What follows belongs to an exercise in optimizing a design on an open flow for small area, a short achievable clock period and few clock cycles; a production flow would make more cautious choices.
RTL that was checked went through simulation tests only; none was proved equivalent to the original.

Design matrix_vector_mul_fp, start of the top module:
module matrix_vector_mul_fp #(
    parameter int M = 2,
    parameter int N = 4
)(
    input  logic              clk,
    input  logic              rst,
    input  logic              start,
    input  logic [M*N*32-1:0] matrix,
    input  logic [N*32-1:0]   vector,
    output logic [M*32-1:0]   result,
    output logic              done
);
Size: about 17000 cells after synthesis.
Settings: LEC_CHECK=0, CAP_MARGIN=20, CORE_MARGIN=2, CORE_UTILIZATION=50, SLEW_MARGIN=20, SYNTH_HIERARCHICAL=1; clock period 30.0 ns.
standard.sh (not shown) runs the stock make flow with config.mk's settings and CLKGATE_MAP_FILE= SYNTH_SCRIPT=/design/flow/synth_recipe.tcl, a recipe that flattens the netlist after the stock synthesis.
==> flow/flow/run.sh <==
#!/bin/bash
# The standard layout with two changes to synthesis and to timing repair:
# synthesis runs flow/synth.tcl (the standard flow's script, with ABC mapping by
# flow/abc_map.script, which does no buffering or sizing), and timing repair
# aims for 15.5 ns of setup slack, with buf_2 cells as the port buffers.
# make's output goes to synth.log and layout.log, each step's tool output
# to the ORFS logs under orfs/logs.
set -e
export FLOW_ABC_SCRIPT=$PWD/flow/abc_map.script
bash standard.sh SYNTH_SCRIPT=$PWD/flow/synth.tcl synth > synth.log 2>&1
bash standard.sh SETUP_SLACK_MARGIN=15.5 BUFFER_PORTS_ARGS="-buffer_cell sky130_fd_sc_hd__buf_2" finish > layout.log 2>&1
==> flow/flow/abc_map.script <==
&get -n
&st
&dch
&nf
&st
&syn2
&if -g -K 6
&synch2
&nf
&st
&syn2
&if -g -K 6
&synch2
&nf
&st
&syn2
&if -g -K 6
&synch2
&nf
&st
&syn2
&if -g -K 6
&synch2
&nf
&st
&syn2
&if -g -K 6
&synch2
&nf
&put
topo
stime -c
==> flow/flow/synth.tcl <==
# The standard flow's synthesis script (synth_recipe.tcl) with one change: ABC maps with
# flow/abc_map.script, which leaves out the buffering and sizing steps of
# the standard ABC script (the resizer does those after placement).
proc synth {args} { yosys synth -nofsm -noshare {*}$args }
proc abc {args} {
  set i [lsearch -exact $args -script]
  if { $i >= 0 } {
    lset args [expr {$i + 1}] $::env(FLOW_ABC_SCRIPT)
  }
  yosys abc {*}$args
}
source $::env(SCRIPTS_DIR)/synth.tcl
# left out here: clear keep_hierarchy, flatten, clean up, hide names made inside functions, write 1_2_yosys.v
Testbench counts at the start, summed over its fixed seeds: cycles 32,000.
Rerun with:
==> flow/flow/run.sh (replaced) <==
#!/bin/bash
# The standard layout with two changes to synthesis and to timing repair:
# synthesis runs flow/synth.tcl (the standard flow's script, with ABC mapping by
# flow/abc_map.script, which does no buffering or sizing), and timing repair
# aims for 15 ns of setup slack, with buf_2 cells as the port buffers.
# make's output goes to synth.log and layout.log, each step's tool output
# to the ORFS logs under orfs/logs.
set -e
export FLOW_ABC_SCRIPT=$PWD/flow/abc_map.script
bash standard.sh SYNTH_SCRIPT=$PWD/flow/synth.tcl synth > synth.log 2>&1
bash standard.sh SETUP_SLACK_MARGIN=15 BUFFER_PORTS_ARGS="-buffer_cell sky130_fd_sc_hd__buf_2" finish > layout.log 2>&1
Clock-buffer cell count increases by 4.
Hold slack gets better by 12 ps.
Final cell count decreases slightly.
Rerun with:
==> flow/flow/run.sh (replaced) <==
#!/bin/bash
# The standard layout with two changes to synthesis and to timing repair:
# synthesis runs flow/synth.tcl (the standard flow's script, with ABC mapping by
# flow/abc_map.script, which does no buffering or sizing), and timing repair
# aims for 15.25 ns of setup slack, with buf_2 cells as the port buffers.
# make's output goes to synth.log and layout.log, each step's tool output
# to the ORFS logs under orfs/logs.
set -e
export FLOW_ABC_SCRIPT=$PWD/flow/abc_map.script
bash standard.sh SYNTH_SCRIPT=$PWD/flow/synth.tcl synth > synth.log 2>&1
bash standard.sh SETUP_SLACK_MARGIN=15.25 BUFFER_PORTS_ARGS="-buffer_cell sky130_fd_sc_hd__buf_2" finish > layout.log 2>&1
=> The changed run ran to the end with no violations; sequential cell count stays the same; fmax rises slightly; wire length rises slightly; worst hold slack degrades by 62 ps; cell count rises slightly; first-iteration DRC count falls by a few percent; die area is unchanged.
Rerun with:
--- a/flow/flow/run.sh
+++ b/flow/flow/run.sh
@@ -9,2 +9,3 @@
 export FLOW_ABC_SCRIPT=$PWD/flow/abc_map.script
+export FLOW_ABC_AREA_SCRIPT=$PWD/flow/abc_area.script
 bash standard.sh SYNTH_SCRIPT=$PWD/flow/synth.tcl synth > synth.log 2>&1
==> flow/flow/abc_area.script (new file) <==
strash
dch
amap
topo
--- a/flow/flow/synth.tcl
+++ b/flow/flow/synth.tcl
@@ -2,3 +2,6 @@
 # flow/abc_map.script, which leaves out the buffering and sizing steps of
-# the standard ABC script (the resizer does those after placement).
+# the standard ABC script (the resizer does those after placement), except
+# for the exponent-compare modules fp_add_exp_cases, fp_add_exp_cases_fast
+# and fp_add2_dist, whose inputs come early: those it maps for area with
+# flow/abc_area.script, and without adder cells.
 proc synth {args} { yosys synth -nofsm -noshare {*}$args }
@@ -6,6 +9,14 @@
   set i [lsearch -exact $args -script]
+  set speed $args
+  set area $args
   if { $i >= 0 } {
-    lset args [expr {$i + 1}] $::env(FLOW_ABC_SCRIPT)
+    lset speed [expr {$i + 1}] $::env(FLOW_ABC_SCRIPT)
+    lset area [expr {$i + 1}] $::env(FLOW_ABC_AREA_SCRIPT)
   }
-  yosys abc {*}$args
+  # the exponent compares have time to spare: map them for area
+  yosys abc {*}$area fp_add_exp_cases fp_add_exp_cases_fast fp_add2_dist
+  yosys abc {*}$speed * fp_add_exp_cases fp_add_exp_cases_fast fp_add2_dist %u %u %d
+}
+proc extract_fa {args} {
+  yosys extract_fa {*}$args * fp_add_exp_cases fp_add_exp_cases_fast fp_add2_dist %u %u %d
 }
Effect: The new run ran to the end with no violations. Count of clock-buffer cells in the layout goes down by 7. Flip-flop and latch count does not change. Sequential share of layout area hardly moves. Die area goes down by a few percent. Final cell count went down slightly. Global-route usage shrinks by 0.32 points. Hold slack improves by 9.5 ps.


matrix_vector_mul_fp, a different RTL version from the one above (not shown whole).
Size in the first run: about 17,000 cells after synthesis, roughly 450 I/O pins.
export LEC_CHECK = 0
export CAP_MARGIN = 20
export CORE_MARGIN = 2
export CORE_UTILIZATION = 50
export SLEW_MARGIN = 20
export SYNTH_HIERARCHICAL = 1
create_clock -name core_clock -period 30.0 [get_ports {clk}]
==> flow/flow/run.sh <==
#!/bin/bash
# The standard layout with two changes to synthesis and to timing repair:
# synthesis runs flow/synth.tcl (the standard flow's script, with ABC mapping by
# flow/abc_map.script, which does no buffering or sizing), and timing repair
# aims for 15.25 ns of setup slack, with buf_2 cells as the port buffers.
# make's output goes to synth.log and layout.log, each step's tool output
# to the ORFS logs under orfs/logs.
set -e
export FLOW_ABC_SCRIPT=$PWD/flow/abc_map.script
export FLOW_ABC_AREA_SCRIPT=$PWD/flow/abc_area.script
bash standard.sh SYNTH_SCRIPT=$PWD/flow/synth.tcl synth > synth.log 2>&1
bash standard.sh SETUP_SLACK_MARGIN=15.25 BUFFER_PORTS_ARGS="-buffer_cell sky130_fd_sc_hd__buf_2" finish > layout.log 2>&1
==> flow/flow/abc_area.script <==
strash
dch
amap
topo
==> flow/flow/synth.tcl <==
# The standard flow's synthesis script (synth_recipe.tcl) with one change: ABC maps with
# flow/abc_map.script, which leaves out the buffering and sizing steps of
# the standard ABC script (the resizer does those after placement), except
# for the exponent modules fp_add_exp_cases, fp_add_exp_cases_fast,
# fp_add2_dist, fp_ebase and fp_add_emax, which have time to spare: those it
# maps for area with flow/abc_area.script, and without adder cells.
proc synth {args} { yosys synth -nofsm -noshare {*}$args }
proc abc {args} {
  set i [lsearch -exact $args -script]
  set speed $args
  set area $args
  if { $i >= 0 } {
    lset speed [expr {$i + 1}] $::env(FLOW_ABC_SCRIPT)
    lset area [expr {$i + 1}] $::env(FLOW_ABC_AREA_SCRIPT)
  }
  # the exponent modules have time to spare: map them for area
  yosys abc {*}$area fp_add_exp_cases fp_add_exp_cases_fast fp_add2_dist fp_ebase fp_add_emax
  yosys abc {*}$speed * fp_add_exp_cases fp_add_exp_cases_fast fp_add2_dist fp_ebase fp_add_emax %u %u %u %u %d
}
proc extract_fa {args} {
  yosys extract_fa {*}$args * fp_add_exp_cases fp_add_exp_cases_fast fp_add2_dist fp_ebase fp_add_emax %u %u %u %u %d
}
source $::env(SCRIPTS_DIR)/synth.tcl
# left out here: clear keep_hierarchy, flatten, clean up, hide names made inside functions, write 1_2_yosys.v
Scripts as last shown in full above: flow/flow/abc_map.script
Testbench counts at the start, summed over its fixed seeds: cycles 32,000.
Rerun with:
--- a/flow/flow/run.sh
+++ b/flow/flow/run.sh
@@ -1,7 +1,9 @@
 #!/bin/bash
-# The standard layout with two changes to synthesis and to timing repair:
+# The standard layout with changes to synthesis and to timing repair:
 # synthesis runs flow/synth.tcl (the standard flow's script, with ABC mapping by
-# flow/abc_map.script, which does no buffering or sizing), and timing repair
-# aims for 15.25 ns of setup slack, with buf_2 cells as the port buffers.
+# flow/abc_map.script, which does no buffering or sizing, and by
+# flow/abc_area.script for a few exponent modules that have time to spare),
+# and timing repair aims for 15.25 ns of setup slack, with buf_2 cells as
+# the port buffers.
 # make's output goes to synth.log and layout.log, each step's tool output
 # to the ORFS logs under orfs/logs.
=>
- synthesized area does not change
- die area stays the same
- final cell count does not change


matrix_vector_mul_fp, a different RTL version from the one above (not shown whole).
For scale: roughly 18000 cells after synthesis, about 450 I/O pins.
Settings: LEC_CHECK=0, CAP_MARGIN=20, CORE_MARGIN=2, CORE_UTILIZATION=40, SLEW_MARGIN=20, SYNTH_HIERARCHICAL=1; clock period 30.0 ns.
==> flow/flow/run.sh <==
#!/bin/bash
# The standard layout with two changes to synthesis and to timing repair:
# synthesis runs flow/synth.tcl (the standard flow's script, with ABC mapping by
# flow/abc_map.script, which does no buffering or sizing), and timing repair
# aims for 16 ns of setup slack, with buf_4 cells as the port buffers.
# make's output goes to synth.log and layout.log, each step's tool output
# to the ORFS logs under orfs/logs.
set -e
export FLOW_ABC_SCRIPT=$PWD/flow/abc_map.script
bash standard.sh SYNTH_SCRIPT=$PWD/flow/synth.tcl synth > synth.log 2>&1
bash standard.sh SETUP_SLACK_MARGIN=16 BUFFER_PORTS_ARGS="-buffer_cell sky130_fd_sc_hd__buf_4" finish > layout.log 2>&1
==> flow/flow/synth.tcl <==
# The standard flow's synthesis script (synth_recipe.tcl) with one change: ABC maps with
# flow/abc_map.script, which leaves out the buffering and sizing steps of
# the standard ABC script (the resizer does those after placement).
proc synth {args} { yosys synth -nofsm -noshare {*}$args }
proc abc {args} {
  set i [lsearch -exact $args -script]
  if { $i >= 0 } {
    lset args [expr {$i + 1}] $::env(FLOW_ABC_SCRIPT)
  }
  yosys abc {*}$args
}
source $::env(SCRIPTS_DIR)/synth.tcl
# left out here: clear keep_hierarchy, flatten, clean up, hide names made inside functions, write 1_2_yosys.v
Scripts as last shown in full above: flow/flow/abc_map.script
The starting point produced a clean layout.
Then changed:
==> flow/flow/run.sh (replaced) <==
#!/bin/bash
# The standard layout with two changes to synthesis and to timing repair:
# synthesis runs flow/synth.tcl (the standard flow's script, with ABC mapping by
# flow/abc_map.script, which does no buffering or sizing), and timing repair
# aims for 15.5 ns of setup slack, with buf_4 cells as the port buffers.
# make's output goes to synth.log and layout.log, each step's tool output
# to the ORFS logs under orfs/logs.
set -e
export FLOW_ABC_SCRIPT=$PWD/flow/abc_map.script
bash standard.sh SYNTH_SCRIPT=$PWD/flow/synth.tcl synth > synth.log 2>&1
bash standard.sh SETUP_SLACK_MARGIN=15.5 BUFFER_PORTS_ARGS="-buffer_cell sky130_fd_sc_hd__buf_4" finish > layout.log 2>&1
The changed run went through all stages and came out clean. Routed wire length fell by 4.9%. Sequential share of layout area is about the same. Synthesized area is unchanged.
Function was not checked in any run of this note: the RTL went through the layout flow alone.


RTL: one of the versions met above, not the one the previous note started from.
Size: ~450 I/O pins, roughly 160000 um2 of cells after synthesis.
Settings: LEC_CHECK=0, CAP_MARGIN=20, CORE_MARGIN=2, CORE_UTILIZATION=55, SLEW_MARGIN=20, SYNTH_HIERARCHICAL=1; clock period 30.0 ns.
==> flow/flow/run.sh <==
#!/bin/bash
# The standard layout with two changes to synthesis and to timing repair:
# synthesis runs flow/synth.tcl (the standard flow's script, with ABC mapping by
# flow/abc_map.script, which does no buffering or sizing), and timing repair
# aims for 15.25 ns of setup slack, with buf_2 cells as the port buffers.
# make's output goes to synth.log and layout.log, each step's tool output
# to the ORFS logs under orfs/logs.
set -e
export FLOW_ABC_SCRIPT=$PWD/flow/abc_map.script
bash standard.sh SYNTH_SCRIPT=$PWD/flow/synth.tcl synth > synth.log 2>&1
bash standard.sh SETUP_SLACK_MARGIN=15.25 BUFFER_PORTS_ARGS="-buffer_cell sky130_fd_sc_hd__buf_2" finish > layout.log 2>&1
Scripts as last shown in full above: flow/flow/abc_map.script, flow/flow/synth.tcl
Testbench counts at the start, summed over its fixed seeds: cycles 32,000.
==> next run, changes <==
Settings changed: CORE_UTILIZATION 55 to 50, PLACE_DENSITY set to 0.7.
Hold slack loses 0.0076 ns.
Setup slack loses 0.051 ns.
Flip-flop and latch count stays the same.
First-iteration DRC count increases by 11%.
Cell area increases by 0.44%.
Die area increases by 9.9%.
Count of clock-buffer cells in the layout increases by 1.
==> next run, changes <==
--- a/flow/flow/run.sh
+++ b/flow/flow/run.sh
@@ -1,3 +1,3 @@
 #!/bin/bash
-# The standard layout with two changes to synthesis and to timing repair:
+# The standard layout with changes to synthesis and to timing repair:
 # synthesis runs flow/synth.tcl (the standard flow's script, with ABC mapping by
--- a/flow/flow/synth.tcl
+++ b/flow/flow/synth.tcl
@@ -1,4 +1,6 @@
-# The standard flow's synthesis script (synth_recipe.tcl) with one change: ABC maps with
+# The standard flow's synthesis script (synth_recipe.tcl) with two changes: ABC maps with
 # flow/abc_map.script, which leaves out the buffering and sizing steps of
-# the standard ABC script (the resizer does those after placement).
+# the standard ABC script (the resizer does those after placement), and
+# adder cells are extracted only in the fp_fa and fp_ha modules and the
+# carry-propagate adders (elsewhere ABC maps the logic smaller without them).
 proc synth {args} { yosys synth -nofsm -noshare {*}$args }
@@ -11,2 +13,6 @@
 }
+# Full and half adder cells only in the adders.
+proc extract_fa {args} {
+  yosys extract_fa {*}$args fp_fa fp_ha fp_add25 fp_add25cc fp_cpa48
+}
 source $::env(SCRIPTS_DIR)/synth.tcl
Settings changed: PLACE_DENSITY 0.7 to not set.
Outcome: Cell area hardly moves; utilization came out higher by 0.38 points; wire length goes up by 2.1%; worst setup slack gets better by 0.078 ns.
==> next run, changes <==
==> flow/flow/run.sh (replaced) <==
#!/bin/bash
# The standard layout with two changes to synthesis and to timing repair:
# synthesis runs flow/synth.tcl (the standard flow's script, with ABC mapping by
# flow/abc_map.script, which does no buffering or sizing), and timing repair
# aims for 15.35 ns of setup slack, with buf_2 cells as the port buffers.
# make's output goes to synth.log and layout.log, each step's tool output
# to the ORFS logs under orfs/logs.
set -e
export FLOW_ABC_SCRIPT=$PWD/flow/abc_map.script
bash standard.sh SYNTH_SCRIPT=$PWD/flow/synth.tcl synth > synth.log 2>&1
bash standard.sh SETUP_SLACK_MARGIN=15.35 BUFFER_PORTS_ARGS="-buffer_cell sky130_fd_sc_hd__buf_2" finish > layout.log 2>&1
==> flow/flow/synth.tcl (replaced) <==
# The standard flow's synthesis script (synth_recipe.tcl) with one change: ABC maps with
# flow/abc_map.script, which leaves out the buffering and sizing steps of
# the standard ABC script (the resizer does those after placement).
proc synth {args} { yosys synth -nofsm -noshare {*}$args }
proc abc {args} {
  set i [lsearch -exact $args -script]
  if { $i >= 0 } {
    lset args [expr {$i + 1}] $::env(FLOW_ABC_SCRIPT)
  }
  yosys abc {*}$args
}
source $::env(SCRIPTS_DIR)/synth.tcl
# left out here: clear keep_hierarchy, flatten, clean up, hide names made inside functions, write 1_2_yosys.v
=> Via count went up slightly. First-iteration DRC count went up by roughly a tenth. Clock-buffer cell count went down by 2. Area after synthesis went up slightly. Worst setup slack is better by 0.076 ns. Non-clock buffer count went up by 22. Critical path depth went down by 2. Synthesized cell count is about the same.

==> re-timing with driven ports <==
The results above use ideal ports. As a check the final layouts listed here were re-extracted and re-timed, cells and wires unchanged. Step 1 assumes that a clkbuf_16 drives the clock port and a buf_2 every other input. Step 2 also shifts input and output timing later by t, the mid clock arrival at the registers, as if the neighbouring blocks saw the same clock. Slacks: ideal ports / drivers / drivers and shift; pairs: ideal ports / drivers.
run	t, ns	slack for setup (ns)	worst register clock-pin slew, ns
the first run of note 1	0.667	15.625 / 15.525 / 14.858	0.08 / 0.08
the second run of note 1	0.669	15.194 / 15.190 / 14.564	0.07 / 0.07
the third run of note 1	0.698	15.439 / 15.417 / 14.719	0.09 / 0.09
the fourth run of note 1	0.689	15.406 / 15.296 / 14.607	0.07 / 0.07
the first run of note 2	0.692	15.378 / 15.403 / 14.711	0.07 / 0.07
the second run of note 2	0.692	15.378 / 15.403 / 14.711	0.07 / 0.07
the first run of note 3	0.678	14.781 / 14.698 / 15.376	0.07 / 0.07
the second run of note 3	0.693	14.915 / 14.834 / 15.027	0.08 / 0.08
the first run of note 4	0.672	15.437 / 15.357 / 14.685	0.07 / 0.07
the second run of note 4	0.700	15.386 / 15.379 / 14.680	0.08 / 0.08
the third run of note 4	0.694	15.464 / 15.442 / 14.748	0.07 / 0.07
the fourth run of note 4	0.665	15.541 / 15.358 / 14.693	0.07 / 0.07
After both steps setup and hold are still met in every run listed. For the fourth run of note 4, which loses most, drivers alone change the setup slack by -0.183 ns; drivers and shift together by -0.848 ns.
